This is an optimization exercise on Yosys and OpenROAD, whose aim is small area, a short achievable clock period and few clock cycles, not a production implementation. The RTL was checked by simulation tests, not by an equivalence proof against the original design. Power is estimated from default activity; no workload was simulated.

==> flow/design.v, too long to show whole: its modules and the start of the top module <==
// module AtomRV_mul: 812 lines
// module AtomRV: 356 lines
// module AtomRV_add: 19 lines
module AtomRV
(
    input   wire            clk_i,
    input   wire            rst_i,
    output  wire    [31:0]  imem_addr_o,
    input   wire    [31:0]  imem_data_i,
    output  wire            imem_valid_o,
    input   wire            imem_ack_i,
    output  wire    [31:0]  dmem_addr_o,
    input   wire    [31:0]  dmem_data_i,
    output  reg     [31:0]  dmem_data_o,
    output  reg      [3:0]  dmem_sel_o,
    output  wire            dmem_we_o,
    output  wire            dmem_valid_o,
    input   wire            dmem_ack_i
);
  // ...
==> flow/run.sh <==
#!/bin/bash
# synth_recipe.tcl (not shown) runs the flow's synth.tcl, then flattens the netlist and writes it again
# the make line also repeats each setting of config.mk as NAME=value (left out here)
make -C /OpenROAD-flow-scripts/flow DESIGN_CONFIG=/design/flow/config.mk WORK_HOME=/design/flow/orfs CLKGATE_MAP_FILE= SYNTH_SCRIPT=/design/flow/synth_recipe.tcl finish
==> flow/config.mk <==
export PLATFORM = sky130hd
export DESIGN_NAME = AtomRV
export DESIGN_NICKNAME = AtomRV
export VERILOG_FILES = /design/flow/design.v
export SDC_FILE = /design/flow/constraint.sdc
export NUM_CORES = 8
export LEC_CHECK = 0
export ABC_AREA = 1
export CAP_MARGIN = 20
export CORE_MARGIN = 2
export CORE_UTILIZATION = 55
export SLEW_MARGIN = 20
==> flow/constraint.sdc <==
create_clock -name core_clock -period 180.0 [get_ports {clk_i}]
set_input_delay 36.0000 -clock core_clock [delete_from_list [all_inputs] [get_ports {clk_i}]]
set_output_delay 36.0000 -clock core_clock [all_outputs]
set_load 0.01 [all_outputs]
==> metrics.cfg, run 1 <==
[power]
pg_seq_w = 0.000388

[detailed_routing]
highest_layer = met5
wire_per_inst_um = 28.1
route.detailed.drc = 0

[critical_path]
path_depth = 11
cpPeakStageDelay_ns = 0.53
cp-startpoint = dmem_ack_i
crit_chain = clkdlybuf4s50_1, nor2_1, clkinv_2, nand3_1, nor2_1, nand2_1, buf_4, nand3_1, buf_4, inv_2, buf_4
critPathSlowestCell = buf_4
worst_setup_path_start_kind = input pin

[min_path]
hold_path.class = register to register
worstHoldStart = cyc[0]
min_to = cyc[0]

[clock_network]
cts_hold_buf = 0
cts.sinks = 1306
clock_path_buffers = 3

[logic_synthesis]
ys_top_cells_by_area = edfxtp_1 (43%), nand2_1 (13%), fa_1 (7.3%)
synth_top_family_by_area = simple AND/OR/NAND/NOR gates
yosys.area_share.simple_pct = 24.9
synth_edf_count = 1201
ys_types = 72
synth_seq_cells = 1306

[floorplan]
dieArea_sq_um = 157000
dieWidth_um = 396

[global_routing]
first_global_vias = 72014
grt_pass1_wl_um = 493000

[layout]
buffers = 416
clock_cell_area_share_pct = 4.93
n_clock_buffer = 179
final_cell_mix = nand2_1 (2881), inv_1 (1268), edfxtp_1 (1201)
drive_above_1_share_pct = 6.57
seq_share_pct = 40.7
final_util_pct = 61.6
multiInputGateArea_sq_um = 39700

[sta]
setup-violations-final = 0
slew_violations = 0
rsz0062_at_grt = no
tightest_slew_ns = 1.20

[placement]
dp_slack_ns = 140.01
place_area_sq_um = 88800

[run_status]
status = no timing/DRC/antenna violations

Testbench counts, summed over its fixed seeds: cycles 46,307.
==> module AtomRV_mul, before the edit <==
module AtomRV_mul (
    input  wire [32:0] A,
    input  wire [4:0]  C,
    input  wire [63:0] P,
    output wire [63:0] S
);
    wire t0 = ~(A[0] & C[0]);
    wire t1 = ~(A[1] & C[0]);
    wire t2 = ~(A[2] & C[0]);
    wire t3 = ~(A[3] & C[0]);
    wire t4 = ~(A[4] & C[0]);
    wire t5 = ~(A[5] & C[0]);
    wire t6 = ~(A[6] & C[0]);
    wire t7 = ~(A[7] & C[0]);
    wire t8 = ~(A[8] & C[0]);
    wire t9 = ~(A[9] & C[0]);
    wire t10 = ~(A[10] & C[0]);
    wire t11 = ~(A[11] & C[0]);
    wire t12 = ~(A[12] & C[0]);
    wire t13 = ~(A[13] & C[0]);
    wire t14 = ~(A[14] & C[0]);
    wire t15 = ~(A[15] & C[0]);
    wire t16 = ~(A[16] & C[0]);
    wire t17 = ~(A[17] & C[0]);
    wire t18 = ~(A[18] & C[0]);
    wire t19 = ~(A[19] & C[0]);
    wire t20 = ~(A[20] & C[0]);
    wire t21 = ~(A[21] & C[0]);
    wire t22 = ~(A[22] & C[0]);
    wire t23 = ~(A[23] & C[0]);
    wire t24 = ~(A[24] & C[0]);
    wire t25 = ~(A[25] & C[0]);
    wire t26 = ~(A[26] & C[0]);
    wire t27 = ~(A[27] & C[0]);
    wire t28 = ~(A[28] & C[0]);
    wire t29 = ~(A[29] & C[0]);
    wire t30 = ~(A[30] & C[0]);
    wire t31 = ~(A[31] & C[0]);
    wire t32 = ~(A[32] & C[0]);
    wire t33 = ~(A[0] & C[1]);
    wire t34 = ~(A[1] & C[1]);
    wire t35 = ~(A[2] & C[1]);
    wire t36 = ~(A[3] & C[1]);
    wire t37 = ~(A[4] & C[1]);
    wire t38 = ~(A[5] & C[1]);
    wire t39 = ~(A[6] & C[1]);
    wire t40 = ~(A[7] & C[1]);
    wire t41 = ~(A[8] & C[1]);
    wire t42 = ~(A[9] & C[1]);
    wire t43 = ~(A[10] & C[1]);
    wire t44 = ~(A[11] & C[1]);
    wire t45 = ~(A[12] & C[1]);
    wire t46 = ~(A[13] & C[1]);
    wire t47 = ~(A[14] & C[1]);
    wire t48 = ~(A[15] & C[1]);
    wire t49 = ~(A[16] & C[1]);
    wire t50 = ~(A[17] & C[1]);
    wire t51 = ~(A[18] & C[1]);
    wire t52 = ~(A[19] & C[1]);
    wire t53 = ~(A[20] & C[1]);
    wire t54 = ~(A[21] & C[1]);
    wire t55 = ~(A[22] & C[1]);
    wire t56 = ~(A[23] & C[1]);
    wire t57 = ~(A[24] & C[1]);
    wire t58 = ~(A[25] & C[1]);
    wire t59 = ~(A[26] & C[1]);
    wire t60 = ~(A[27] & C[1]);
    wire t61 = ~(A[28] & C[1]);
    wire t62 = ~(A[29] & C[1]);
    wire t63 = ~(A[30] & C[1]);
    wire t64 = ~(A[31] & C[1]);
    wire t65 = ~(A[32] & C[1]);
    wire t66 = ~(A[0] & C[2]);
    wire t67 = ~(A[1] & C[2]);
    wire t68 = ~(A[2] & C[2]);
    wire t69 = ~(A[3] & C[2]);
    wire t70 = ~(A[4] & C[2]);
    wire t71 = ~(A[5] & C[2]);
    wire t72 = ~(A[6] & C[2]);
    wire t73 = ~(A[7] & C[2]);
    wire t74 = ~(A[8] & C[2]);
    wire t75 = ~(A[9] & C[2]);
    wire t76 = ~(A[10] & C[2]);
    wire t77 = ~(A[11] & C[2]);
    wire t78 = ~(A[12] & C[2]);
    wire t79 = ~(A[13] & C[2]);
    wire t80 = ~(A[14] & C[2]);
    wire t81 = ~(A[15] & C[2]);
    wire t82 = ~(A[16] & C[2]);
    wire t83 = ~(A[17] & C[2]);
    wire t84 = ~(A[18] & C[2]);
    wire t85 = ~(A[19] & C[2]);
    wire t86 = ~(A[20] & C[2]);
    wire t87 = ~(A[21] & C[2]);
    wire t88 = ~(A[22] & C[2]);
    wire t89 = ~(A[23] & C[2]);
    wire t90 = ~(A[24] & C[2]);
    wire t91 = ~(A[25] & C[2]);
    wire t92 = ~(A[26] & C[2]);
    wire t93 = ~(A[27] & C[2]);
    wire t94 = ~(A[28] & C[2]);
    wire t95 = ~(A[29] & C[2]);
    wire t96 = ~(A[30] & C[2]);
    wire t97 = ~(A[31] & C[2]);
    wire t98 = ~(A[32] & C[2]);
    wire t99 = ~(A[0] & C[3]);
    wire t100 = ~(A[1] & C[3]);
    wire t101 = ~(A[2] & C[3]);
    wire t102 = ~(A[3] & C[3]);
    wire t103 = ~(A[4] & C[3]);
    wire t104 = ~(A[5] & C[3]);
    wire t105 = ~(A[6] & C[3]);
    wire t106 = ~(A[7] & C[3]);
    wire t107 = ~(A[8] & C[3]);
    wire t108 = ~(A[9] & C[3]);
    wire t109 = ~(A[10] & C[3]);
    wire t110 = ~(A[11] & C[3]);
    wire t111 = ~(A[12] & C[3]);
    wire t112 = ~(A[13] & C[3]);
    wire t113 = ~(A[14] & C[3]);
    wire t114 = ~(A[15] & C[3]);
    wire t115 = ~(A[16] & C[3]);
    wire t116 = ~(A[17] & C[3]);
    wire t117 = ~(A[18] & C[3]);
    wire t118 = ~(A[19] & C[3]);
    wire t119 = ~(A[20] & C[3]);
    wire t120 = ~(A[21] & C[3]);
    wire t121 = ~(A[22] & C[3]);
    wire t122 = ~(A[23] & C[3]);
    wire t123 = ~(A[24] & C[3]);
    wire t124 = ~(A[25] & C[3]);
    wire t125 = ~(A[26] & C[3]);
    wire t126 = ~(A[27] & C[3]);
    wire t127 = ~(A[28] & C[3]);
    wire t128 = ~(A[29] & C[3]);
    wire t129 = ~(A[30] & C[3]);
    wire t130 = ~(A[31] & C[3]);
    wire t131 = ~(A[32] & C[3]);
    wire t132 = ~(A[0] & C[4]);
    wire t133 = ~(A[1] & C[4]);
    wire t134 = ~(A[2] & C[4]);
    wire t135 = ~(A[3] & C[4]);
    wire t136 = ~(A[4] & C[4]);
    wire t137 = ~(A[5] & C[4]);
    wire t138 = ~(A[6] & C[4]);
    wire t139 = ~(A[7] & C[4]);
    wire t140 = ~(A[8] & C[4]);
    wire t141 = ~(A[9] & C[4]);
    wire t142 = ~(A[10] & C[4]);
    wire t143 = ~(A[11] & C[4]);
    wire t144 = ~(A[12] & C[4]);
    wire t145 = ~(A[13] & C[4]);
    wire t146 = ~(A[14] & C[4]);
    wire t147 = ~(A[15] & C[4]);
    wire t148 = ~(A[16] & C[4]);
    wire t149 = ~(A[17] & C[4]);
    wire t150 = ~(A[18] & C[4]);
    wire t151 = ~(A[19] & C[4]);
    wire t152 = ~(A[20] & C[4]);
    wire t153 = ~(A[21] & C[4]);
    wire t154 = ~(A[22] & C[4]);
    wire t155 = ~(A[23] & C[4]);
    wire t156 = ~(A[24] & C[4]);
    wire t157 = ~(A[25] & C[4]);
    wire t158 = ~(A[26] & C[4]);
    wire t159 = ~(A[27] & C[4]);
    wire t160 = ~(A[28] & C[4]);
    wire t161 = ~(A[29] & C[4]);
    wire t162 = ~(A[30] & C[4]);
    wire t163 = ~(A[31] & C[4]);
    wire t164 = ~(A[32] & C[4]);
    wire t165 = t132 ^ P[4];
    wire t166 = t132 & P[4];
    wire t167 = t133 ^ P[5];
    wire t168 = t133 & P[5];
    wire t169 = t134 ^ P[6];
    wire t170 = t134 & P[6];
    wire t171 = t135 ^ P[7];
    wire t172 = t135 & P[7];
    wire t173 = t136 ^ P[8];
    wire t174 = t136 & P[8];
    wire t175 = t137 ^ P[9];
    wire t176 = t137 & P[9];
    wire t177 = t138 ^ P[10];
    wire t178 = t138 & P[10];
    wire t179 = t139 ^ P[11];
    wire t180 = t139 & P[11];
    wire t181 = t140 ^ P[12];
    wire t182 = t140 & P[12];
    wire t183 = t141 ^ P[13];
    wire t184 = t141 & P[13];
    wire t185 = t142 ^ P[14];
    wire t186 = t142 & P[14];
    wire t187 = t143 ^ P[15];
    wire t188 = t143 & P[15];
    wire t189 = t144 ^ P[16];
    wire t190 = t144 & P[16];
    wire t191 = t145 ^ P[17];
    wire t192 = t145 & P[17];
    wire t193 = t146 ^ P[18];
    wire t194 = t146 & P[18];
    wire t195 = t147 ^ P[19];
    wire t196 = t147 & P[19];
    wire t197 = t148 ^ P[20];
    wire t198 = t148 & P[20];
    wire t199 = t149 ^ P[21];
    wire t200 = t149 & P[21];
    wire t201 = t150 ^ P[22];
    wire t202 = t150 & P[22];
    wire t203 = t151 ^ P[23];
    wire t204 = t151 & P[23];
    wire t205 = t152 ^ P[24];
    wire t206 = t152 & P[24];
    wire t207 = t153 ^ P[25];
    wire t208 = t153 & P[25];
    wire t209 = t154 ^ P[26];
    wire t210 = t154 & P[26];
    wire t211 = t155 ^ P[27];
    wire t212 = t155 & P[27];
    wire t213 = t156 ^ P[28];
    wire t214 = t156 & P[28];
    wire t215 = t157 ^ P[29];
    wire t216 = t157 & P[29];
    wire t217 = t158 ^ P[30];
    wire t218 = t158 & P[30];
    wire t219 = t159 ^ P[31];
    wire t220 = t159 & P[31];
    wire t221 = t32 ^ t160 ^ P[32];
    wire t222 = (t32 & t160) | (P[32] & (t32 ^ t160));
    wire t223 = ~t3;
    wire t224 = P[3] ^ t223;
    wire t225 = P[3] & t223;
    wire t226 = ~t165;
    wire t227 = t226 ^ t4 ^ t36;
    wire t228 = (t226 & t4) | (t36 & (t226 ^ t4));
    wire t229 = ~t68;
    wire t230 = ~t100;
    wire t231 = t229 ^ t230;
    wire t232 = t229 & t230;
    wire t233 = ~t5;
    wire t234 = t166 ^ t167 ^ t233;
    wire t235 = (t166 & t167) | (t233 & (t166 ^ t167));
    wire t236 = t37 ^ t69 ^ t101;
    wire t237 = (t37 & t69) | (t101 & (t37 ^ t69));
    wire t238 = ~t6;
    wire t239 = t168 ^ t169 ^ t238;
    wire t240 = (t168 & t169) | (t238 & (t168 ^ t169));
    wire t241 = t38 ^ t70 ^ t102;
    wire t242 = (t38 & t70) | (t102 & (t38 ^ t70));
    wire t243 = ~t7;
    wire t244 = t170 ^ t171 ^ t243;
    wire t245 = (t170 & t171) | (t243 & (t170 ^ t171));
    wire t246 = t39 ^ t71 ^ t103;
    wire t247 = (t39 & t71) | (t103 & (t39 ^ t71));
    wire t248 = ~t8;
    wire t249 = t172 ^ t173 ^ t248;
    wire t250 = (t172 & t173) | (t248 & (t172 ^ t173));
    wire t251 = t40 ^ t72 ^ t104;
    wire t252 = (t40 & t72) | (t104 & (t40 ^ t72));
    wire t253 = ~t9;
    wire t254 = t174 ^ t175 ^ t253;
    wire t255 = (t174 & t175) | (t253 & (t174 ^ t175));
    wire t256 = t41 ^ t73 ^ t105;
    wire t257 = (t41 & t73) | (t105 & (t41 ^ t73));
    wire t258 = ~t10;
    wire t259 = t176 ^ t177 ^ t258;
    wire t260 = (t176 & t177) | (t258 & (t176 ^ t177));
    wire t261 = t42 ^ t74 ^ t106;
    wire t262 = (t42 & t74) | (t106 & (t42 ^ t74));
    wire t263 = ~t11;
    wire t264 = t178 ^ t179 ^ t263;
    wire t265 = (t178 & t179) | (t263 & (t178 ^ t179));
    wire t266 = t43 ^ t75 ^ t107;
    wire t267 = (t43 & t75) | (t107 & (t43 ^ t75));
    wire t268 = ~t12;
    wire t269 = t180 ^ t181 ^ t268;
    wire t270 = (t180 & t181) | (t268 & (t180 ^ t181));
    wire t271 = t44 ^ t76 ^ t108;
    wire t272 = (t44 & t76) | (t108 & (t44 ^ t76));
    wire t273 = ~t13;
    wire t274 = t182 ^ t183 ^ t273;
    wire t275 = (t182 & t183) | (t273 & (t182 ^ t183));
    wire t276 = t45 ^ t77 ^ t109;
    wire t277 = (t45 & t77) | (t109 & (t45 ^ t77));
    wire t278 = ~t14;
    wire t279 = t184 ^ t185 ^ t278;
    wire t280 = (t184 & t185) | (t278 & (t184 ^ t185));
    wire t281 = t46 ^ t78 ^ t110;
    wire t282 = (t46 & t78) | (t110 & (t46 ^ t78));
    wire t283 = ~t15;
    wire t284 = t186 ^ t187 ^ t283;
    wire t285 = (t186 & t187) | (t283 & (t186 ^ t187));
    wire t286 = t47 ^ t79 ^ t111;
    wire t287 = (t47 & t79) | (t111 & (t47 ^ t79));
    wire t288 = ~t16;
    wire t289 = t188 ^ t189 ^ t288;
    wire t290 = (t188 & t189) | (t288 & (t188 ^ t189));
    wire t291 = t48 ^ t80 ^ t112;
    wire t292 = (t48 & t80) | (t112 & (t48 ^ t80));
    wire t293 = ~t17;
    wire t294 = t190 ^ t191 ^ t293;
    wire t295 = (t190 & t191) | (t293 & (t190 ^ t191));
    wire t296 = t49 ^ t81 ^ t113;
    wire t297 = (t49 & t81) | (t113 & (t49 ^ t81));
    wire t298 = ~t18;
    wire t299 = t192 ^ t193 ^ t298;
    wire t300 = (t192 & t193) | (t298 & (t192 ^ t193));
    wire t301 = t50 ^ t82 ^ t114;
    wire t302 = (t50 & t82) | (t114 & (t50 ^ t82));
    wire t303 = ~t19;
    wire t304 = t194 ^ t195 ^ t303;
    wire t305 = (t194 & t195) | (t303 & (t194 ^ t195));
    wire t306 = t51 ^ t83 ^ t115;
    wire t307 = (t51 & t83) | (t115 & (t51 ^ t83));
    wire t308 = ~t20;
    wire t309 = t196 ^ t197 ^ t308;
    wire t310 = (t196 & t197) | (t308 & (t196 ^ t197));
    wire t311 = t52 ^ t84 ^ t116;
    wire t312 = (t52 & t84) | (t116 & (t52 ^ t84));
    wire t313 = ~t21;
    wire t314 = t198 ^ t199 ^ t313;
    wire t315 = (t198 & t199) | (t313 & (t198 ^ t199));
    wire t316 = t53 ^ t85 ^ t117;
    wire t317 = (t53 & t85) | (t117 & (t53 ^ t85));
    wire t318 = ~t22;
    wire t319 = t200 ^ t201 ^ t318;
    wire t320 = (t200 & t201) | (t318 & (t200 ^ t201));
    wire t321 = t54 ^ t86 ^ t118;
    wire t322 = (t54 & t86) | (t118 & (t54 ^ t86));
    wire t323 = ~t23;
    wire t324 = t202 ^ t203 ^ t323;
    wire t325 = (t202 & t203) | (t323 & (t202 ^ t203));
    wire t326 = t55 ^ t87 ^ t119;
    wire t327 = (t55 & t87) | (t119 & (t55 ^ t87));
    wire t328 = ~t24;
    wire t329 = t204 ^ t205 ^ t328;
    wire t330 = (t204 & t205) | (t328 & (t204 ^ t205));
    wire t331 = t56 ^ t88 ^ t120;
    wire t332 = (t56 & t88) | (t120 & (t56 ^ t88));
    wire t333 = ~t25;
    wire t334 = t206 ^ t207 ^ t333;
    wire t335 = (t206 & t207) | (t333 & (t206 ^ t207));
    wire t336 = t57 ^ t89 ^ t121;
    wire t337 = (t57 & t89) | (t121 & (t57 ^ t89));
    wire t338 = ~t26;
    wire t339 = t208 ^ t209 ^ t338;
    wire t340 = (t208 & t209) | (t338 & (t208 ^ t209));
    wire t341 = t58 ^ t90 ^ t122;
    wire t342 = (t58 & t90) | (t122 & (t58 ^ t90));
    wire t343 = ~t27;
    wire t344 = t210 ^ t211 ^ t343;
    wire t345 = (t210 & t211) | (t343 & (t210 ^ t211));
    wire t346 = t59 ^ t91 ^ t123;
    wire t347 = (t59 & t91) | (t123 & (t59 ^ t91));
    wire t348 = ~t28;
    wire t349 = t212 ^ t213 ^ t348;
    wire t350 = (t212 & t213) | (t348 & (t212 ^ t213));
    wire t351 = t60 ^ t92 ^ t124;
    wire t352 = (t60 & t92) | (t124 & (t60 ^ t92));
    wire t353 = ~t29;
    wire t354 = t214 ^ t215 ^ t353;
    wire t355 = (t214 & t215) | (t353 & (t214 ^ t215));
    wire t356 = t61 ^ t93 ^ t125;
    wire t357 = (t61 & t93) | (t125 & (t61 ^ t93));
    wire t358 = ~t30;
    wire t359 = t216 ^ t217 ^ t358;
    wire t360 = (t216 & t217) | (t358 & (t216 ^ t217));
    wire t361 = t62 ^ t94 ^ t126;
    wire t362 = (t62 & t94) | (t126 & (t62 ^ t94));
    wire t363 = ~t31;
    wire t364 = t218 ^ t219 ^ t363;
    wire t365 = (t218 & t219) | (t363 & (t218 ^ t219));
    wire t366 = t63 ^ t95 ^ t127;
    wire t367 = (t63 & t95) | (t127 & (t63 ^ t95));
    wire t368 = ~t64;
    wire t369 = t220 ^ t221 ^ t368;
    wire t370 = (t220 & t221) | (t368 & (t220 ^ t221));
    wire t371 = t96 ^ t128 ^ 1'b0;
    wire t372 = (t96 & t128) | (1'b0 & (t96 ^ t128));
    wire t373 = t222 ^ t65 ^ t161;
    wire t374 = (t222 & t65) | (t161 & (t222 ^ t65));
    wire t375 = ~P[33];
    wire t376 = t375 ^ t97 ^ t129;
    wire t377 = (t375 & t97) | (t129 & (t375 ^ t97));
    wire t378 = t98 ^ t162 ^ P[34];
    wire t379 = (t98 & t162) | (P[34] & (t98 ^ t162));
    wire t380 = ~t2;
    wire t381 = P[2] ^ t380;
    wire t382 = P[2] & t380;
    wire t383 = ~t224;
    wire t384 = t383 ^ t35 ^ t67;
    wire t385 = (t383 & t35) | (t67 & (t383 ^ t35));
    wire t386 = ~t227;
    wire t387 = t225 ^ t231 ^ t386;
    wire t388 = (t225 & t231) | (t386 & (t225 ^ t231));
    wire t389 = ~t228;
    wire t390 = t232 ^ t234 ^ t389;
    wire t391 = (t232 & t234) | (t389 & (t232 ^ t234));
    wire t392 = ~t237;
    wire t393 = t235 ^ t239 ^ t392;
    wire t394 = (t235 & t239) | (t392 & (t235 ^ t239));
    wire t395 = ~t242;
    wire t396 = t240 ^ t244 ^ t395;
    wire t397 = (t240 & t244) | (t395 & (t240 ^ t244));
    wire t398 = ~t247;
    wire t399 = t245 ^ t249 ^ t398;
    wire t400 = (t245 & t249) | (t398 & (t245 ^ t249));
    wire t401 = ~t252;
    wire t402 = t250 ^ t254 ^ t401;
    wire t403 = (t250 & t254) | (t401 & (t250 ^ t254));
    wire t404 = ~t257;
    wire t405 = t255 ^ t259 ^ t404;
    wire t406 = (t255 & t259) | (t404 & (t255 ^ t259));
    wire t407 = ~t262;
    wire t408 = t260 ^ t264 ^ t407;
    wire t409 = (t260 & t264) | (t407 & (t260 ^ t264));
    wire t410 = ~t267;
    wire t411 = t265 ^ t269 ^ t410;
    wire t412 = (t265 & t269) | (t410 & (t265 ^ t269));
    wire t413 = ~t272;
    wire t414 = t270 ^ t274 ^ t413;
    wire t415 = (t270 & t274) | (t413 & (t270 ^ t274));
    wire t416 = ~t277;
    wire t417 = t275 ^ t279 ^ t416;
    wire t418 = (t275 & t279) | (t416 & (t275 ^ t279));
    wire t419 = ~t282;
    wire t420 = t280 ^ t284 ^ t419;
    wire t421 = (t280 & t284) | (t419 & (t280 ^ t284));
    wire t422 = ~t287;
    wire t423 = t285 ^ t289 ^ t422;
    wire t424 = (t285 & t289) | (t422 & (t285 ^ t289));
    wire t425 = ~t292;
    wire t426 = t290 ^ t294 ^ t425;
    wire t427 = (t290 & t294) | (t425 & (t290 ^ t294));
    wire t428 = ~t297;
    wire t429 = t295 ^ t299 ^ t428;
    wire t430 = (t295 & t299) | (t428 & (t295 ^ t299));
    wire t431 = ~t302;
    wire t432 = t300 ^ t304 ^ t431;
    wire t433 = (t300 & t304) | (t431 & (t300 ^ t304));
    wire t434 = ~t307;
    wire t435 = t305 ^ t309 ^ t434;
    wire t436 = (t305 & t309) | (t434 & (t305 ^ t309));
    wire t437 = ~t312;
    wire t438 = t310 ^ t314 ^ t437;
    wire t439 = (t310 & t314) | (t437 & (t310 ^ t314));
    wire t440 = ~t317;
    wire t441 = t315 ^ t319 ^ t440;
    wire t442 = (t315 & t319) | (t440 & (t315 ^ t319));
    wire t443 = ~t322;
    wire t444 = t320 ^ t324 ^ t443;
    wire t445 = (t320 & t324) | (t443 & (t320 ^ t324));
    wire t446 = ~t327;
    wire t447 = t325 ^ t329 ^ t446;
    wire t448 = (t325 & t329) | (t446 & (t325 ^ t329));
    wire t449 = ~t332;
    wire t450 = t330 ^ t334 ^ t449;
    wire t451 = (t330 & t334) | (t449 & (t330 ^ t334));
    wire t452 = ~t337;
    wire t453 = t335 ^ t339 ^ t452;
    wire t454 = (t335 & t339) | (t452 & (t335 ^ t339));
    wire t455 = ~t342;
    wire t456 = t340 ^ t344 ^ t455;
    wire t457 = (t340 & t344) | (t455 & (t340 ^ t344));
    wire t458 = ~t347;
    wire t459 = t345 ^ t349 ^ t458;
    wire t460 = (t345 & t349) | (t458 & (t345 ^ t349));
    wire t461 = ~t352;
    wire t462 = t350 ^ t354 ^ t461;
    wire t463 = (t350 & t354) | (t461 & (t350 ^ t354));
    wire t464 = ~t357;
    wire t465 = t355 ^ t359 ^ t464;
    wire t466 = (t355 & t359) | (t464 & (t355 ^ t359));
    wire t467 = ~t362;
    wire t468 = t360 ^ t364 ^ t467;
    wire t469 = (t360 & t364) | (t467 & (t360 ^ t364));
    wire t470 = ~t367;
    wire t471 = t365 ^ t369 ^ t470;
    wire t472 = (t365 & t369) | (t470 & (t365 ^ t369));
    wire t473 = ~t372;
    wire t474 = t370 ^ t373 ^ t473;
    wire t475 = (t370 & t373) | (t473 & (t370 ^ t373));
    wire t476 = ~t377;
    wire t477 = t374 ^ t378 ^ t476;
    wire t478 = (t374 & t378) | (t476 & (t374 ^ t378));
    wire t479 = t379 ^ t131 ^ t163;
    wire t480 = (t379 & t131) | (t163 & (t379 ^ t131));
    wire t481 = ~t1;
    wire t482 = P[1] ^ t481;
    wire t483 = P[1] & t481;
    wire t484 = ~t381;
    wire t485 = t484 ^ t34 ^ t66;
    wire t486 = (t484 & t34) | (t66 & (t484 ^ t34));
    wire t487 = ~t382;
    wire t488 = t487 ^ t384 ^ t99;
    wire t489 = (t487 & t384) | (t99 & (t487 ^ t384));
    wire t490 = ~t387;
    wire t491 = t490 ^ t385 ^ 1'b0;
    wire t492 = (t490 & t385) | (1'b0 & (t490 ^ t385));
    wire t493 = ~t236;
    wire t494 = t388 ^ t390 ^ t493;
    wire t495 = (t388 & t390) | (t493 & (t388 ^ t390));
    wire t496 = ~t241;
    wire t497 = t391 ^ t393 ^ t496;
    wire t498 = (t391 & t393) | (t496 & (t391 ^ t393));
    wire t499 = ~t246;
    wire t500 = t394 ^ t396 ^ t499;
    wire t501 = (t394 & t396) | (t499 & (t394 ^ t396));
    wire t502 = ~t251;
    wire t503 = t397 ^ t399 ^ t502;
    wire t504 = (t397 & t399) | (t502 & (t397 ^ t399));
    wire t505 = ~t256;
    wire t506 = t400 ^ t402 ^ t505;
    wire t507 = (t400 & t402) | (t505 & (t400 ^ t402));
    wire t508 = ~t261;
    wire t509 = t403 ^ t405 ^ t508;
    wire t510 = (t403 & t405) | (t508 & (t403 ^ t405));
    wire t511 = ~t266;
    wire t512 = t406 ^ t408 ^ t511;
    wire t513 = (t406 & t408) | (t511 & (t406 ^ t408));
    wire t514 = ~t271;
    wire t515 = t409 ^ t411 ^ t514;
    wire t516 = (t409 & t411) | (t514 & (t409 ^ t411));
    wire t517 = ~t276;
    wire t518 = t412 ^ t414 ^ t517;
    wire t519 = (t412 & t414) | (t517 & (t412 ^ t414));
    wire t520 = ~t281;
    wire t521 = t415 ^ t417 ^ t520;
    wire t522 = (t415 & t417) | (t520 & (t415 ^ t417));
    wire t523 = ~t286;
    wire t524 = t418 ^ t420 ^ t523;
    wire t525 = (t418 & t420) | (t523 & (t418 ^ t420));
    wire t526 = ~t291;
    wire t527 = t421 ^ t423 ^ t526;
    wire t528 = (t421 & t423) | (t526 & (t421 ^ t423));
    wire t529 = ~t296;
    wire t530 = t424 ^ t426 ^ t529;
    wire t531 = (t424 & t426) | (t529 & (t424 ^ t426));
    wire t532 = ~t301;
    wire t533 = t427 ^ t429 ^ t532;
    wire t534 = (t427 & t429) | (t532 & (t427 ^ t429));
    wire t535 = ~t306;
    wire t536 = t430 ^ t432 ^ t535;
    wire t537 = (t430 & t432) | (t535 & (t430 ^ t432));
    wire t538 = ~t311;
    wire t539 = t433 ^ t435 ^ t538;
    wire t540 = (t433 & t435) | (t538 & (t433 ^ t435));
    wire t541 = ~t316;
    wire t542 = t436 ^ t438 ^ t541;
    wire t543 = (t436 & t438) | (t541 & (t436 ^ t438));
    wire t544 = ~t321;
    wire t545 = t439 ^ t441 ^ t544;
    wire t546 = (t439 & t441) | (t544 & (t439 ^ t441));
    wire t547 = ~t326;
    wire t548 = t442 ^ t444 ^ t547;
    wire t549 = (t442 & t444) | (t547 & (t442 ^ t444));
    wire t550 = ~t331;
    wire t551 = t445 ^ t447 ^ t550;
    wire t552 = (t445 & t447) | (t550 & (t445 ^ t447));
    wire t553 = ~t336;
    wire t554 = t448 ^ t450 ^ t553;
    wire t555 = (t448 & t450) | (t553 & (t448 ^ t450));
    wire t556 = ~t341;
    wire t557 = t451 ^ t453 ^ t556;
    wire t558 = (t451 & t453) | (t556 & (t451 ^ t453));
    wire t559 = ~t346;
    wire t560 = t454 ^ t456 ^ t559;
    wire t561 = (t454 & t456) | (t559 & (t454 ^ t456));
    wire t562 = ~t351;
    wire t563 = t457 ^ t459 ^ t562;
    wire t564 = (t457 & t459) | (t562 & (t457 ^ t459));
    wire t565 = ~t356;
    wire t566 = t460 ^ t462 ^ t565;
    wire t567 = (t460 & t462) | (t565 & (t460 ^ t462));
    wire t568 = ~t361;
    wire t569 = t463 ^ t465 ^ t568;
    wire t570 = (t463 & t465) | (t568 & (t463 ^ t465));
    wire t571 = ~t366;
    wire t572 = t466 ^ t468 ^ t571;
    wire t573 = (t466 & t468) | (t571 & (t466 ^ t468));
    wire t574 = ~t371;
    wire t575 = t469 ^ t471 ^ t574;
    wire t576 = (t469 & t471) | (t574 & (t469 ^ t471));
    wire t577 = ~t376;
    wire t578 = t472 ^ t474 ^ t577;
    wire t579 = (t472 & t474) | (t577 & (t472 ^ t474));
    wire t580 = ~t130;
    wire t581 = t475 ^ t477 ^ t580;
    wire t582 = (t475 & t477) | (t580 & (t475 ^ t477));
    wire t583 = t478 ^ t479 ^ P[35];
    wire t584 = (t478 & t479) | (P[35] & (t478 ^ t479));
    wire t585 = ~t164;
    wire t586 = t480 ^ P[36] ^ t585;
    wire t587 = (t480 & P[36]) | (t585 & (t480 ^ P[36]));
    wire t588 = ~1'b0;
    wire t589 = P[37] ^ t588;
    wire t590 = P[37] & t588;
    wire t591 = ~1'b0;
    wire t592 = P[38] ^ t591;
    wire t593 = P[38] & t591;
    wire t594 = ~1'b0;
    wire t595 = P[39] ^ t594;
    wire t596 = P[39] & t594;
    wire t597 = ~1'b0;
    wire t598 = P[40] ^ t597;
    wire t599 = P[40] & t597;
    wire t600 = ~1'b0;
    wire t601 = P[41] ^ t600;
    wire t602 = P[41] & t600;
    wire t603 = ~1'b0;
    wire t604 = P[42] ^ t603;
    wire t605 = P[42] & t603;
    wire t606 = ~1'b0;
    wire t607 = P[43] ^ t606;
    wire t608 = P[43] & t606;
    wire t609 = ~1'b0;
    wire t610 = P[44] ^ t609;
    wire t611 = P[44] & t609;
    wire t612 = ~1'b0;
    wire t613 = P[45] ^ t612;
    wire t614 = P[45] & t612;
    wire t615 = ~1'b0;
    wire t616 = P[46] ^ t615;
    wire t617 = P[46] & t615;
    wire t618 = ~1'b0;
    wire t619 = P[47] ^ t618;
    wire t620 = P[47] & t618;
    wire t621 = ~1'b0;
    wire t622 = P[48] ^ t621;
    wire t623 = P[48] & t621;
    wire t624 = ~1'b0;
    wire t625 = P[49] ^ t624;
    wire t626 = P[49] & t624;
    wire t627 = ~1'b0;
    wire t628 = P[50] ^ t627;
    wire t629 = P[50] & t627;
    wire t630 = ~1'b0;
    wire t631 = P[51] ^ t630;
    wire t632 = P[51] & t630;
    wire t633 = ~1'b0;
    wire t634 = P[52] ^ t633;
    wire t635 = P[52] & t633;
    wire t636 = ~1'b0;
    wire t637 = P[53] ^ t636;
    wire t638 = P[53] & t636;
    wire t639 = ~1'b0;
    wire t640 = P[54] ^ t639;
    wire t641 = P[54] & t639;
    wire t642 = ~1'b0;
    wire t643 = P[55] ^ t642;
    wire t644 = P[55] & t642;
    wire t645 = ~1'b0;
    wire t646 = P[56] ^ t645;
    wire t647 = P[56] & t645;
    wire t648 = ~1'b0;
    wire t649 = P[57] ^ t648;
    wire t650 = P[57] & t648;
    wire t651 = ~1'b0;
    wire t652 = P[58] ^ t651;
    wire t653 = P[58] & t651;
    wire t654 = ~1'b0;
    wire t655 = P[59] ^ t654;
    wire t656 = P[59] & t654;
    wire t657 = ~1'b0;
    wire t658 = P[60] ^ t657;
    wire t659 = P[60] & t657;
    wire t660 = ~1'b0;
    wire t661 = P[61] ^ t660;
    wire t662 = P[61] & t660;
    wire t663 = ~1'b0;
    wire t664 = P[62] ^ t663;
    wire t665 = P[62] & t663;
    wire t666 = ~1'b0;
    wire t667 = P[63] ^ t666;
    wire t668 = P[63] & t666;
    wire t669 = ~t0;
    wire t670 = P[0] ^ t669;
    wire t671 = P[0] & t669;
    wire t672 = ~t33;
    wire t673 = t482 ^ t672 ^ t671;
    wire t674 = (t482 & t672) | (t671 & (t482 ^ t672));
    wire t675 = ~t485;
    wire t676 = t483 ^ t675 ^ t674;
    wire t677 = (t483 & t675) | (t674 & (t483 ^ t675));
    wire t678 = ~t486;
    wire t679 = ~t488;
    wire t680 = t678 ^ t679 ^ t677;
    wire t681 = (t678 & t679) | (t677 & (t678 ^ t679));
    wire t682 = ~t489;
    wire t683 = ~t491;
    wire t684 = t682 ^ t683 ^ t681;
    wire t685 = (t682 & t683) | (t681 & (t682 ^ t683));
    wire t686 = ~t492;
    wire t687 = t686 ^ t494 ^ t685;
    wire t688 = (t686 & t494) | (t685 & (t686 ^ t494));
    wire t689 = t495 ^ t497 ^ t688;
    wire t690 = (t495 & t497) | (t688 & (t495 ^ t497));
    wire t691 = t498 ^ t500 ^ t690;
    wire t692 = (t498 & t500) | (t690 & (t498 ^ t500));
    wire t693 = t501 ^ t503 ^ t692;
    wire t694 = (t501 & t503) | (t692 & (t501 ^ t503));
    wire t695 = t504 ^ t506 ^ t694;
    wire t696 = (t504 & t506) | (t694 & (t504 ^ t506));
    wire t697 = t507 ^ t509 ^ t696;
    wire t698 = (t507 & t509) | (t696 & (t507 ^ t509));
    wire t699 = t510 ^ t512 ^ t698;
    wire t700 = (t510 & t512) | (t698 & (t510 ^ t512));
    wire t701 = t513 ^ t515 ^ t700;
    wire t702 = (t513 & t515) | (t700 & (t513 ^ t515));
    wire t703 = t516 ^ t518 ^ t702;
    wire t704 = (t516 & t518) | (t702 & (t516 ^ t518));
    wire t705 = t519 ^ t521 ^ t704;
    wire t706 = (t519 & t521) | (t704 & (t519 ^ t521));
    wire t707 = t522 ^ t524 ^ t706;
    wire t708 = (t522 & t524) | (t706 & (t522 ^ t524));
    wire t709 = t525 ^ t527 ^ t708;
    wire t710 = (t525 & t527) | (t708 & (t525 ^ t527));
    wire t711 = t528 ^ t530 ^ t710;
    wire t712 = (t528 & t530) | (t710 & (t528 ^ t530));
    wire t713 = t531 ^ t533 ^ t712;
    wire t714 = (t531 & t533) | (t712 & (t531 ^ t533));
    wire t715 = t534 ^ t536 ^ t714;
    wire t716 = (t534 & t536) | (t714 & (t534 ^ t536));
    wire t717 = t537 ^ t539 ^ t716;
    wire t718 = (t537 & t539) | (t716 & (t537 ^ t539));
    wire t719 = t540 ^ t542 ^ t718;
    wire t720 = (t540 & t542) | (t718 & (t540 ^ t542));
    wire t721 = t543 ^ t545 ^ t720;
    wire t722 = (t543 & t545) | (t720 & (t543 ^ t545));
    wire t723 = t546 ^ t548 ^ t722;
    wire t724 = (t546 & t548) | (t722 & (t546 ^ t548));
    wire t725 = t549 ^ t551 ^ t724;
    wire t726 = (t549 & t551) | (t724 & (t549 ^ t551));
    wire t727 = t552 ^ t554 ^ t726;
    wire t728 = (t552 & t554) | (t726 & (t552 ^ t554));
    wire t729 = t555 ^ t557 ^ t728;
    wire t730 = (t555 & t557) | (t728 & (t555 ^ t557));
    wire t731 = t558 ^ t560 ^ t730;
    wire t732 = (t558 & t560) | (t730 & (t558 ^ t560));
    wire t733 = t561 ^ t563 ^ t732;
    wire t734 = (t561 & t563) | (t732 & (t561 ^ t563));
    wire t735 = t564 ^ t566 ^ t734;
    wire t736 = (t564 & t566) | (t734 & (t564 ^ t566));
    wire t737 = t567 ^ t569 ^ t736;
    wire t738 = (t567 & t569) | (t736 & (t567 ^ t569));
    wire t739 = t570 ^ t572 ^ t738;
    wire t740 = (t570 & t572) | (t738 & (t570 ^ t572));
    wire t741 = t573 ^ t575 ^ t740;
    wire t742 = (t573 & t575) | (t740 & (t573 ^ t575));
    wire t743 = t576 ^ t578 ^ t742;
    wire t744 = (t576 & t578) | (t742 & (t576 ^ t578));
    wire t745 = t579 ^ t581 ^ t744;
    wire t746 = (t579 & t581) | (t744 & (t579 ^ t581));
    wire t747 = t582 ^ t583 ^ t746;
    wire t748 = (t582 & t583) | (t746 & (t582 ^ t583));
    wire t749 = t584 ^ t586 ^ t748;
    wire t750 = (t584 & t586) | (t748 & (t584 ^ t586));
    wire t751 = t587 ^ t589 ^ t750;
    wire t752 = (t587 & t589) | (t750 & (t587 ^ t589));
    wire t753 = t590 ^ t592 ^ t752;
    wire t754 = (t590 & t592) | (t752 & (t590 ^ t592));
    wire t755 = t593 ^ t595 ^ t754;
    wire t756 = (t593 & t595) | (t754 & (t593 ^ t595));
    wire t757 = t596 ^ t598 ^ t756;
    wire t758 = (t596 & t598) | (t756 & (t596 ^ t598));
    wire t759 = t599 ^ t601 ^ t758;
    wire t760 = (t599 & t601) | (t758 & (t599 ^ t601));
    wire t761 = t602 ^ t604 ^ t760;
    wire t762 = (t602 & t604) | (t760 & (t602 ^ t604));
    wire t763 = t605 ^ t607 ^ t762;
    wire t764 = (t605 & t607) | (t762 & (t605 ^ t607));
    wire t765 = t608 ^ t610 ^ t764;
    wire t766 = (t608 & t610) | (t764 & (t608 ^ t610));
    wire t767 = t611 ^ t613 ^ t766;
    wire t768 = (t611 & t613) | (t766 & (t611 ^ t613));
    wire t769 = t614 ^ t616 ^ t768;
    wire t770 = (t614 & t616) | (t768 & (t614 ^ t616));
    wire t771 = t617 ^ t619 ^ t770;
    wire t772 = (t617 & t619) | (t770 & (t617 ^ t619));
    wire t773 = t620 ^ t622 ^ t772;
    wire t774 = (t620 & t622) | (t772 & (t620 ^ t622));
    wire t775 = t623 ^ t625 ^ t774;
    wire t776 = (t623 & t625) | (t774 & (t623 ^ t625));
    wire t777 = t626 ^ t628 ^ t776;
    wire t778 = (t626 & t628) | (t776 & (t626 ^ t628));
    wire t779 = t629 ^ t631 ^ t778;
    wire t780 = (t629 & t631) | (t778 & (t629 ^ t631));
    wire t781 = t632 ^ t634 ^ t780;
    wire t782 = (t632 & t634) | (t780 & (t632 ^ t634));
    wire t783 = t635 ^ t637 ^ t782;
    wire t784 = (t635 & t637) | (t782 & (t635 ^ t637));
    wire t785 = t638 ^ t640 ^ t784;
    wire t786 = (t638 & t640) | (t784 & (t638 ^ t640));
    wire t787 = t641 ^ t643 ^ t786;
    wire t788 = (t641 & t643) | (t786 & (t641 ^ t643));
    wire t789 = t644 ^ t646 ^ t788;
    wire t790 = (t644 & t646) | (t788 & (t644 ^ t646));
    wire t791 = t647 ^ t649 ^ t790;
    wire t792 = (t647 & t649) | (t790 & (t647 ^ t649));
    wire t793 = t650 ^ t652 ^ t792;
    wire t794 = (t650 & t652) | (t792 & (t650 ^ t652));
    wire t795 = t653 ^ t655 ^ t794;
    wire t796 = (t653 & t655) | (t794 & (t653 ^ t655));
    wire t797 = t656 ^ t658 ^ t796;
    wire t798 = (t656 & t658) | (t796 & (t656 ^ t658));
    wire t799 = t659 ^ t661 ^ t798;
    wire t800 = (t659 & t661) | (t798 & (t659 ^ t661));
    wire t801 = t662 ^ t664 ^ t800;
    wire t802 = (t662 & t664) | (t800 & (t662 ^ t664));
    wire t803 = t665 ^ t667 ^ t802;
    assign S = {t803, t801, t799, t797, t795, t793, t791, t789, t787, t785, t783, t781, t779, t777, t775, t773, t771, t769, t767, t765, t763, t761, t759, t757, t755, t753, t751, t749, t747, t745, t743, t741, t739, t737, t735, t733, t731, t729, t727, t725, t723, t721, t719, t717, t715, t713, t711, t709, t707, t705, t703, t701, t699, t697, t695, t693, t691, t689, t687, t684, t680, t676, t673, t670};
endmodule
==> run 2: changes to the inputs <==
--- a/flow/design.v
+++ b/flow/design.v
@@ -676,23 +676,23 @@
     wire t668 = P[63] & t666;
     wire t669 = ~t0;
-    wire t670 = P[0] ^ t669;
-    wire t671 = P[0] & t669;
-    wire t672 = ~t33;
-    wire t673 = t482 ^ t672 ^ t671;
-    wire t674 = (t482 & t672) | (t671 & (t482 ^ t672));
-    wire t675 = ~t485;
-    wire t676 = t483 ^ t675 ^ t674;
-    wire t677 = (t483 & t675) | (t674 & (t483 ^ t675));
-    wire t678 = ~t486;
-    wire t679 = ~t488;
-    wire t680 = t678 ^ t679 ^ t677;
-    wire t681 = (t678 & t679) | (t677 & (t678 ^ t679));
-    wire t682 = ~t489;
-    wire t683 = ~t491;
-    wire t684 = t682 ^ t683 ^ t681;
-    wire t685 = (t682 & t683) | (t681 & (t682 ^ t683));
-    wire t686 = ~t492;
-    wire t687 = t686 ^ t494 ^ t685;
-    wire t688 = (t686 & t494) | (t685 & (t686 ^ t494));
+    wire t670 = ~t33;
+    wire t671 = ~t485;
+    wire t672 = ~t486;
+    wire t673 = ~t488;
+    wire t674 = ~t489;
+    wire t675 = ~t491;
+    wire t676 = ~t492;
+    wire t677 = P[0] ^ t669;
+    wire t678 = P[0] & t669;
+    wire t679 = t482 ^ t670 ^ t678;
+    wire t680 = (t482 & t670) | (t678 & (t482 ^ t670));
+    wire t681 = t483 ^ t671 ^ t680;
+    wire t682 = (t483 & t671) | (t680 & (t483 ^ t671));
+    wire t683 = t672 ^ t673 ^ t682;
+    wire t684 = (t672 & t673) | (t682 & (t672 ^ t673));
+    wire t685 = t674 ^ t675 ^ t684;
+    wire t686 = (t674 & t675) | (t684 & (t674 ^ t675));
+    wire t687 = t676 ^ t494 ^ t686;
+    wire t688 = (t676 & t494) | (t686 & (t676 ^ t494));
     wire t689 = t495 ^ t497 ^ t688;
     wire t690 = (t495 & t497) | (t688 & (t495 ^ t497));
@@ -755,6 +755,6 @@
     wire t747 = t582 ^ t583 ^ t746;
     wire t748 = (t582 & t583) | (t746 & (t582 ^ t583));
-    wire t749 = t584 ^ t586 ^ t748;
-    wire t750 = (t584 & t586) | (t748 & (t584 ^ t586));
+    wire t749 = t584 ^ t586 ^ 1'b0;
+    wire t750 = (t584 & t586) | (1'b0 & (t584 ^ t586));
     wire t751 = t587 ^ t589 ^ t750;
     wire t752 = (t587 & t589) | (t750 & (t587 ^ t589));
@@ -810,5 +810,90 @@
     wire t802 = (t662 & t664) | (t800 & (t662 ^ t664));
     wire t803 = t665 ^ t667 ^ t802;
-    assign S = {t803, t801, t799, t797, t795, t793, t791, t789, t787, t785, t783, t781, t779, t777, t775, t773, t771, t769, t767, t765, t763, t761, t759, t757, t755, t753, t751, t749, t747, t745, t743, t741, t739, t737, t735, t733, t731, t729, t727, t725, t723, t721, t719, t717, t715, t713, t711, t709, t707, t705, t703, t701, t699, t697, t695, t693, t691, t689, t687, t684, t680, t676, t673, t670};
+    wire t804 = (t665 & t667) | (t802 & (t665 ^ t667));
+    wire t805 = t584 ^ t586 ^ 1'b1;
+    wire t806 = (t584 & t586) | (1'b1 & (t584 ^ t586));
+    wire t807 = t587 ^ t589 ^ t806;
+    wire t808 = (t587 & t589) | (t806 & (t587 ^ t589));
+    wire t809 = t590 ^ t592 ^ t808;
+    wire t810 = (t590 & t592) | (t808 & (t590 ^ t592));
+    wire t811 = t593 ^ t595 ^ t810;
+    wire t812 = (t593 & t595) | (t810 & (t593 ^ t595));
+    wire t813 = t596 ^ t598 ^ t812;
+    wire t814 = (t596 & t598) | (t812 & (t596 ^ t598));
+    wire t815 = t599 ^ t601 ^ t814;
+    wire t816 = (t599 & t601) | (t814 & (t599 ^ t601));
+    wire t817 = t602 ^ t604 ^ t816;
+    wire t818 = (t602 & t604) | (t816 & (t602 ^ t604));
+    wire t819 = t605 ^ t607 ^ t818;
+    wire t820 = (t605 & t607) | (t818 & (t605 ^ t607));
+    wire t821 = t608 ^ t610 ^ t820;
+    wire t822 = (t608 & t610) | (t820 & (t608 ^ t610));
+    wire t823 = t611 ^ t613 ^ t822;
+    wire t824 = (t611 & t613) | (t822 & (t611 ^ t613));
+    wire t825 = t614 ^ t616 ^ t824;
+    wire t826 = (t614 & t616) | (t824 & (t614 ^ t616));
+    wire t827 = t617 ^ t619 ^ t826;
+    wire t828 = (t617 & t619) | (t826 & (t617 ^ t619));
+    wire t829 = t620 ^ t622 ^ t828;
+    wire t830 = (t620 & t622) | (t828 & (t620 ^ t622));
+    wire t831 = t623 ^ t625 ^ t830;
+    wire t832 = (t623 & t625) | (t830 & (t623 ^ t625));
+    wire t833 = t626 ^ t628 ^ t832;
+    wire t834 = (t626 & t628) | (t832 & (t626 ^ t628));
+    wire t835 = t629 ^ t631 ^ t834;
+    wire t836 = (t629 & t631) | (t834 & (t629 ^ t631));
+    wire t837 = t632 ^ t634 ^ t836;
+    wire t838 = (t632 & t634) | (t836 & (t632 ^ t634));
+    wire t839 = t635 ^ t637 ^ t838;
+    wire t840 = (t635 & t637) | (t838 & (t635 ^ t637));
+    wire t841 = t638 ^ t640 ^ t840;
+    wire t842 = (t638 & t640) | (t840 & (t638 ^ t640));
+    wire t843 = t641 ^ t643 ^ t842;
+    wire t844 = (t641 & t643) | (t842 & (t641 ^ t643));
+    wire t845 = t644 ^ t646 ^ t844;
+    wire t846 = (t644 & t646) | (t844 & (t644 ^ t646));
+    wire t847 = t647 ^ t649 ^ t846;
+    wire t848 = (t647 & t649) | (t846 & (t647 ^ t649));
+    wire t849 = t650 ^ t652 ^ t848;
+    wire t850 = (t650 & t652) | (t848 & (t650 ^ t652));
+    wire t851 = t653 ^ t655 ^ t850;
+    wire t852 = (t653 & t655) | (t850 & (t653 ^ t655));
+    wire t853 = t656 ^ t658 ^ t852;
+    wire t854 = (t656 & t658) | (t852 & (t656 ^ t658));
+    wire t855 = t659 ^ t661 ^ t854;
+    wire t856 = (t659 & t661) | (t854 & (t659 ^ t661));
+    wire t857 = t662 ^ t664 ^ t856;
+    wire t858 = (t662 & t664) | (t856 & (t662 ^ t664));
+    wire t859 = t665 ^ t667 ^ t858;
+    wire t860 = (t665 & t667) | (t858 & (t665 ^ t667));
+    wire t861 = t748 ? t805 : t749;
+    wire t862 = t748 ? t807 : t751;
+    wire t863 = t748 ? t809 : t753;
+    wire t864 = t748 ? t811 : t755;
+    wire t865 = t748 ? t813 : t757;
+    wire t866 = t748 ? t815 : t759;
+    wire t867 = t748 ? t817 : t761;
+    wire t868 = t748 ? t819 : t763;
+    wire t869 = t748 ? t821 : t765;
+    wire t870 = t748 ? t823 : t767;
+    wire t871 = t748 ? t825 : t769;
+    wire t872 = t748 ? t827 : t771;
+    wire t873 = t748 ? t829 : t773;
+    wire t874 = t748 ? t831 : t775;
+    wire t875 = t748 ? t833 : t777;
+    wire t876 = t748 ? t835 : t779;
+    wire t877 = t748 ? t837 : t781;
+    wire t878 = t748 ? t839 : t783;
+    wire t879 = t748 ? t841 : t785;
+    wire t880 = t748 ? t843 : t787;
+    wire t881 = t748 ? t845 : t789;
+    wire t882 = t748 ? t847 : t791;
+    wire t883 = t748 ? t849 : t793;
+    wire t884 = t748 ? t851 : t795;
+    wire t885 = t748 ? t853 : t797;
+    wire t886 = t748 ? t855 : t799;
+    wire t887 = t748 ? t857 : t801;
+    wire t888 = t748 ? t859 : t803;
+    assign S = {t888, t887, t886, t885, t884, t883, t882, t881, t880, t879, t878, t877, t876, t875, t874, t873, t872, t871, t870, t869, t868, t867, t866, t865, t864, t863, t862, t861, t747, t745, t743, t741, t739, t737, t735, t733, t731, t729, t727, t725, t723, t721, t719, t717, t715, t713, t711, t709, t707, t705, t703, t701, t699, t697, t695, t693, t691, t689, t687, t685, t683, t681, t679, t677};
 endmodule
 `default_nettype none
@@ -843,7 +928,11 @@
     assign imem_addr_o  = {pc_f, 2'b00};
     assign imem_valid_o = ivalid;
+    reg  [31:0] fb;
     reg  [31:0] ir;
+    reg         cur_fb;       
     reg         xv;           
-    wire f_accept = imem_ack_i & !idrop & (!xv | x_go) & !x_redirect;
+    reg         nv;           
+    wire [31:0] cur = cur_fb ? fb : ir;
+    wire f_accept = imem_ack_i & !idrop & !nv & !x_redirect;
     wire [29:0] pc_inc;
     AtomRV_add #(30) u_pcinc (.x(pc_f), .y(30'd0), .ci(1'b1), .s(pc_inc), .co());
@@ -851,8 +940,10 @@
         ivalid <= !rst_i;
         if (rst_q) begin
-            iout  <= 1'b0;
-            idrop <= 1'b0;
-            pc_f  <= 30'd0;
-            xv    <= 1'b0;
+            iout   <= 1'b0;
+            idrop  <= 1'b0;
+            pc_f   <= 30'd0;
+            xv     <= 1'b0;
+            nv     <= 1'b0;
+            cur_fb <= 1'b0;
         end else begin
             iout  <= (iout | ivalid) & !imem_ack_i;
@@ -862,17 +953,22 @@
             else if (f_accept)
                 pc_f <= pc_inc;
-            if (f_accept)
-                xv <= 1'b1;
-            else if (x_go)
-                xv <= 1'b0;
+            if (xv & !x_go) begin
+                cur_fb <= 1'b0;
+                nv     <= (nv & !x_redirect) | f_accept;
+            end else begin
+                xv     <= (nv & !x_redirect) | f_accept;
+                cur_fb <= 1'b1;
+                nv     <= 1'b0;
+            end
         end
-        if (f_accept)
-            ir <= imem_data_i;
+        if (!nv)
+            fb <= imem_data_i;
+        ir <= cur;
     end
-    wire [4:0] opc = ir[6:2];
-    wire [2:0] f3  = ir[14:12];
-    wire [4:0] rd  = ir[11:7];
-    wire [4:0] rs1 = ir[19:15];
-    wire [4:0] rs2 = ir[24:20];
+    wire [4:0] opc = cur[6:2];
+    wire [2:0] f3  = cur[14:12];
+    wire [4:0] rd  = cur[11:7];
+    wire [4:0] rs1 = cur[19:15];
+    wire [4:0] rs2 = cur[24:20];
     wire is_lui   = (opc == 5'b01101);
     wire is_auipc = (opc == 5'b00101);
@@ -885,11 +981,11 @@
     wire is_op    = (opc == 5'b01100);
     wire is_sys   = (opc == 5'b11100);
-    wire is_md    = is_op & ir[25];
-    wire is_alu   = (is_op & !ir[25]) | is_opi;
-    wire [31:0] imm_i = {{20{ir[31]}}, ir[31:20]};
-    wire [31:0] imm_s = {{20{ir[31]}}, ir[31:25], ir[11:7]};
-    wire [31:0] imm_b = {{20{ir[31]}}, ir[7], ir[30:25], ir[11:8], 1'b0};
-    wire [31:0] imm_u = {ir[31:12], 12'd0};
-    wire [31:0] imm_j = {{12{ir[31]}}, ir[19:12], ir[20], ir[30:21], 1'b0};
+    wire is_md    = is_op & cur[25];
+    wire is_alu   = (is_op & !cur[25]) | is_opi;
+    wire [31:0] imm_i = {{20{cur[31]}}, cur[31:20]};
+    wire [31:0] imm_s = {{20{cur[31]}}, cur[31:25], cur[11:7]};
+    wire [31:0] imm_b = {{20{cur[31]}}, cur[7], cur[30:25], cur[11:8], 1'b0};
+    wire [31:0] imm_u = {cur[31:12], 12'd0};
+    wire [31:0] imm_j = {{12{cur[31]}}, cur[19:12], cur[20], cur[30:21], 1'b0};
     wire uses_rs1 = !(is_lui | is_auipc | is_jal | is_sys);
     wire uses_rs2 = is_br | is_st | is_op;
@@ -934,5 +1030,5 @@
     wire [31:0] opb = (is_op | is_br) ? b : (is_st ? imm_s : imm_i);
     wire is_slt = (f3 == 3'b010) | (f3 == 3'b011);
-    wire sub    = is_br | (is_alu & is_slt) | (is_op & (f3 == 3'b000) & ir[30]);
+    wire sub    = is_br | (is_alu & is_slt) | (is_op & (f3 == 3'b000) & cur[30]);
     wire [31:0] sum;
     wire        sum_co;
@@ -993,5 +1089,5 @@
     wire [4:0]  sh_amt  = dv_setup ? dv_j0[4:0] : opb[4:0];
     wire [31:0] sh_in   = sh_left ? rev32(sh_src) : sh_src;
-    wire        sh_fill = ir[30] & !sh_left & a[31];
+    wire        sh_fill = cur[30] & !sh_left & a[31];
     wire signed [32:0] sh_sin  = {sh_fill, sh_in};
     wire signed [32:0] sh_wide = sh_sin >>> sh_amt;
@@ -1010,6 +1106,7 @@
         endcase
     end
-    wire [29:0] pc_x;
-    AtomRV_add #(30) u_pcdec (.x(pc_f), .y(30'h3FFF_FFFF), .ci(1'b0), .s(pc_x), .co());
+    wire [29:0] pc_x, pc_x1;
+    AtomRV_add #(30) u_pcdec (.x(pc_f), .y({29'h1FFF_FFFF, !nv}), .ci(1'b0), .s(pc_x), .co());
+    AtomRV_add #(30) u_pcx1 (.x(pc_f), .y({30{nv}}), .ci(1'b0), .s(pc_x1), .co());
     wire [31:0] pc_imm = is_auipc ? imm_u : (is_jal ? imm_j : imm_b);
     wire [29:0] pct;
@@ -1023,6 +1120,6 @@
         if (rst_q) cyc <= 64'd1;
         else       cyc <= cyc_inc;
-    wire [31:0] csr_val = (ir[31:20] == 12'hC00) ? cyc[31:0] :
-                          (ir[31:20] == 12'hC80) ? cyc[63:32] : 32'd0;
+    wire [31:0] csr_val = (cur[31:20] == 12'hC00) ? cyc[31:0] :
+                          (cur[31:20] == 12'hC80) ? cyc[63:32] : 32'd0;
     wire        mu_sa = (f3[1:0] != 2'b11) & a[31];
     wire        mu_sb = !f3[1] & b[31];
@@ -1071,5 +1168,5 @@
     wire [31:0] dv_fx;
     wire [31:0] dv_fsel = f3[1] ? md_p[63:32] : md_p[31:0];
-    AtomRV_add #(32) u_dvneg (.x(~dv_fsel), .y(32'd0), .ci(1'b1), .s(dv_fx), .co());
+    AtomRV_add #(32) u_dvneg (.x(dv_fsel ^ {32{dv_neg}}), .y(32'd0), .ci(dv_neg), .s(dv_fx), .co());
     reg  [31:0] dv_res;
     reg         dv_done;
@@ -1082,6 +1179,6 @@
             dv_res  = dv_fx;
         end else begin
-            dv_done = dv_last & !dv_neg;
-            dv_res  = f3[1] ? dv_rn : dv_qn;
+            dv_done = 1'b0;
+            dv_res  = dv_fx;
         end
     end
@@ -1095,5 +1192,5 @@
         end else begin
             md_busy <= md_act & !md_done & (md_busy | !m_hold);
-            md_fix  <= md_act & md_busy & f3[2] & !md_fix & dv_last & dv_neg;
+            md_fix  <= md_act & md_busy & f3[2] & !md_fix & dv_last;
         end
         if (!f3[2]) begin
@@ -1112,5 +1209,5 @@
         end
     end
-    wire [31:0] link = {pc_f, 2'b00};
+    wire [31:0] link = {pc_x1, 2'b00};
     reg  [31:0] x_res;
     always @(*) begin
@@ -1123,6 +1220,6 @@
         else                        x_res = alu_out;
     end
-    wire x_stall = hazard | (is_md & !md_done) | m_hold;
-    assign x_go       = xv & !x_stall;
+    wire x_stall_i = hazard | (is_md & !md_done);
+    assign x_go       = xv & !x_stall_i & !m_hold;
     assign x_redirect = x_go & x_taken;
     wire [1:0] sa = sum[1:0];
==> run 2 against run 1 <==
Against the previous run: still clean on timing, DRC and antenna; clock skew down 0.017 ns; clock power up 2%; first-iteration DRC count up 12%; via count up 1.8%; sequential share of layout area up 0.12 points; highest routed layer unchanged.
==> metrics.cfg, run 2 <==
[global_routing]
grt_antenna_before_repair = 30  ; was 15
first_global_vias = 72550  ; was 72014
grt_max_degree = 93  ; was 69
gr-total-overflow = 0  ; unchanged
grt.total_usage_pct = 45.4  ; was 43.5%
grt_pass1_wl_um = 514000  ; was 493000 um

[logic_synthesis]
ys_types = 72  ; unchanged
synth_compound_area_share_pct = 8.11  ; was 8.20%
synthTopCellsByCount = nand2_1 (2800), inv_1 (1224), edfxtp_1 (1201)  ; was nand2_1 (2882), inv_1 (1273), edfxtp_1 (1201)
ys_top_cells_by_area = edfxtp_1 (42%), nand2_1 (12%), fa_1 (7.8%)  ; was edfxtp_1 (43%), nand2_1 (13%), fa_1 (7.3%)
synth_top_family_by_area = simple AND/OR/NAND/NOR gates  ; unchanged
synth_top_cell_by_area = edfxtp_1  ; unchanged
syn_area_per_cell_sq_um = 8.41  ; was 8.34 sq um
synth_seq_cells = 1338  ; was 1306
yosys.area_share.simple_pct = 24.9  ; about the same
yosys_most_used_dff = edfxtp_1  ; unchanged
synthArstFlopShare_pct = 0  ; unchanged
synth_top_area_share_pct = 42.0  ; was 42.7%
synth-adder-area-share_pct = 12.1  ; was 11.6%
synthXorXnorAreaFrac_pct = 1.43  ; was 1.07%
netlist_instances = 10215  ; was 10122
synth_most_common_cell = nand2_1  ; unchanged
ys_seq_area_share_pct = 45.2  ; about the same
synth_edf_count = 1201  ; unchanged
synth.cell_area_sq_um = 85900  ; was 84400 sq um
ys_warn_count = 1  ; unchanged
synthMuxAreaShare_pct = 0.0466  ; was 0.529%

[critical_path]
worst_setup_path_start_kind = register  ; was input pin
crit_arrival_ns = 40.84  ; was 39.68 ns
cpPeakStageDelay_ns = 0.81  ; was 0.53 ns
r2r-end = m_res[30]  ; unchanged
critPathSlowestCell = a221oi_1  ; was buf_4
path_class = register to register  ; was input pin to register
r2r_cells = 117  ; was 121
reg2reg_from = cur_fb  ; was ir[24]
crit_fanout = 35  ; was 31
crit_end = m_res[30]  ; was ir[24]
cp-startpoint = cur_fb  ; was dmem_ack_i
path_common_cell = fa_1  ; was buf_4
regToRegSetupSlack_ns = 139.73  ; was 141.61 ns
worstSetupEndpointType = register  ; unchanged
critPathRequiredTime_ns = 180.58  ; was 180.42 ns

[clock_network]
cts-root-buf = clkbuf_16  ; unchanged
cts_hold_buf = 0  ; unchanged
clock_path_buffers = 3  ; unchanged
clock_latency_ns = 0.84  ; about the same
cts.sinks = 1338  ; was 1306
postCtsSetupBuffers = 0  ; unchanged
htree_levels = 4  ; unchanged
path_clk_slew_ns = 0.06  ; about the same
cts_tree = built  ; unchanged
cts_buffers = 146  ; unchanged
cts-resized-gates = 0  ; unchanged

[detailed_routing]
dr.first_iter.drc_count = 13322  ; was 11853
via_count = 78215  ; was 76811
drtPass1Iterations = 8  ; unchanged
route.detailed.drc = 0  ; unchanged
postRouteAntennaNets = 0  ; unchanged
wire_per_inst_um = 29.4  ; was 28.1 um
via_per_inst = 6.29  ; was 6.23
wl_um = 366000  ; was 346000 um

[sta]
timing.fmax_ghz = 0.0248  ; was 0.0255 GHz
period_share_pct = 22.4  ; was 21.8%
final_hold_viol_count = 0  ; unchanged
tightest_slew_ns = 1.38  ; was 1.20 ns
hold_ws_ns = 0.416  ; was 0.423 ns
finClkSkew_ns = 0.0570  ; was 0.0742 ns
rsz0062_at_grt = no  ; unchanged
finalWorstPathRequiredPeriod_ns = 40.27  ; was 39.26 ns
fin_setup_tns_ns = 0  ; unchanged
max_slew_margin_pct = 6.89  ; was 18.1%
slew_violations = 0  ; unchanged
setup-violations-final = 0  ; unchanged

[power]
clkPwrFrac_pct = 15.1  ; was 25.5%
p_sw_share_pct = 50.0  ; was 40.0%
p_leak_nw = 39.4  ; was 39.0 nW
switching_power_w = 0.000991  ; was 0.000459 W
power_frac_comb_pct = 62.2  ; was 40.7%
ir_drop_uv = 40.2  ; was 11.8 uV
sequentialPowerShare_pct = 22.7  ; was 33.8%
p_int_w = 0.000991  ; was 0.000689 W
cellPowerDensity_nw_per_um2 = 20.9  ; was 12.2 nW/um^2

[placement]
dp_hpwl_um = 258000  ; was 247000 um
place_congestion = 1.04  ; about the same
numPortBuffers = 164  ; unchanged

[layout]
final_util_pct = 61.1  ; was 61.6%
top_regs = g_rf.q x992, cyc x64, md_p x64  ; unchanged
drive_above_1_share_pct = 6.87  ; was 6.57%
largest_register = g_rf.q  ; unchanged
largest_register_ffs = 992  ; unchanged
synthToLayoutAreaGrowth_pct = 10.6  ; was 11.1%
final_cell_mix = nand2_1 (2796), inv_1 (1218), edfxtp_1 (1201)  ; was nand2_1 (2881), inv_1 (1268), edfxtp_1 (1201)
fill_cells = 13357  ; was 13047
ff_latch_area_sq_um = 38800  ; was 38200 sq um
final_common_cell = nand2_1  ; unchanged
multiInputGateArea_sq_um = 40700  ; was 39700 sq um
final_net_count = 10953  ; was 10845

[floorplan]
start_util_pct = 55.2  ; was 55.5%
ios = 171  ; unchanged
dieWidth_um = 399  ; was 396 um
dieArea_sq_um = 159000  ; was 157000 sq um
rows = 145  ; was 143
core_area_sq_um = 156000  ; was 152000 sq um
die_y_um = 399  ; was 396 um

[flow_run]
cap_violations = 0  ; unchanged

[min_path]
hold_path.class = register to register  ; unchanged

[run_status]
status = no timing/DRC/antenna violations  ; unchanged

-- run 2: cell count changes in the layout (fill, tap and decap cells not counted), sizes merged, moves of 37 or more --
cell | before | now
inv | 1297 | 1258
nand4 | 473 | 411
nor3 | 67 | 30
nand2 | 2894 | 2830
nand3 | 381 | 535
o21ai | 447 | 511
-- run 2: layout make-up --
type,count,area share (%)
Tap cell,2058,2.71
Sequential cell,1338,40.8
Inverter,1266,5.01
Timing Repair Buffer,397,3.62
Antenna cell,9,0.0237
Clock inverter,71,0.750
Multi-Input combinational cell,7106,42.9
Clock buffer,194,4.16
-- run 2: logic make-up (layout without fill, tap and decap cells) --
kind of cell | count (synthesis) | after routing
muxes | 4 | 4
adders and majority gates | 630 | 630
and+or+nand+nor | 5106 | 5106
other | 1 | 13
AOI/OAI and AO/OA | 1222 | 1222
buffers and inverters | 1774 | 1928
xor gates and xnor gates | 140 | 140
DFF | 1338 | 1338
-- run 2: how the worst min path moves through the flow --
| stage | startpoint | end | depth (start not counted) |
|---|---|---|---|
| detailed placement | cyc[0] | cyc[0] | 1 |
| global route | cyc[0] | cyc[0] | 1 |
| global placement | cyc[0] | cyc[0] | 1 |
| floorplan | cyc[0] | cyc[0] | 1 |
| CTS | cyc[0] | cyc[0] | 1 |
| finish | cyc[0] | cyc[0] | 1 |
-- run 2: layer usage --
| metal | up-vias | global-route usage, % | wire (um) |
|---|---|---|---|
| met5 | - | 0 | 241 |
| met4 | 30 | 20.5 | 19700 |
| met3 | 1010 | 19.2 | 63500 |
| met2 | 5904 | 61.5 | 145000 |
| met1 | 37485 | 62.8 | 138000 |
| li1 | 33786 | - | - |
-- run 2: power groups by stage --
stage / clock network, W / registers, W / logic (W)
2_1_floorplan: 0 / 0.000443 / 0.000705
3_5_place_dp: 0 / 0.000455 / 0.00117
4_1_cts: 0.000299 / 0.000449 / 0.00118
5_1_grt: 0.000310 / 0.000451 / 0.00132
6_report: 0.000299 / 0.000451 / 0.00123
3_3_place_gp: 0 / 0.000454 / 0.00116
-- run 2: critical path: cells and delay by family, from the launching register on --
family,cells,cell delay [ns]
AOI/OAI and AO/OA,7,2.00
adders and majority gates,61,28.24
buffers and inverters,9,2.06
DFF,1,0.36
and+or+nand+nor,40,7.20
-- run 2: metrics by stage --
stage,total power [W],instances,area [sq um],setup WS [ns]
finish,0.00198,12439,95000,139.73
global route,0.00209,12430,95000,138.74
CTS,0.00193,12428,95000,140.32
detailed placement,0.00163,12163,90300,140.41
global placement,0.00161,12162,90300,140.51
floorplan,0.00115,10218,85900,141.30
Testbench counts of run 2, summed over its fixed seeds: cycles 46,586.

## re-timing with driven ports
The flow's constraints put no driver on any port. The routed layouts listed below were extracted and timed again, unchanged, in two steps. Step 1 (the two cells are an assumption about what drives the block):
set clk [get_ports {clk_i}]
set_driving_cell -lib_cell sky130_fd_sc_hd__clkbuf_16 $clk
set_driving_cell -lib_cell sky130_fd_sc_hd__buf_2 [delete_from_list [all_inputs] $clk]
Step 2 also shifts input and output timing later by t, the mid clock arrival at the registers, as if the neighbouring blocks saw the same clock. Three values: ideal, step 1, step 2; two values: the first two.
run | t (ns) | slack for setup (ns) | worst setup path after step 2 | clock arrival spread, ns
run 1 | 0.889 | 140.740 / 140.809 / 139.920 | input to register | 0.083 / 0.083
run 2 | 0.910 | 139.732 / 139.732 / 139.732 | register to register | 0.057 / 0.057
After both steps setup and hold are still met in every run listed. For run 1, which loses most, drivers alone change the setup slack by +0.069 ns; drivers and shift together by -0.820 ns.
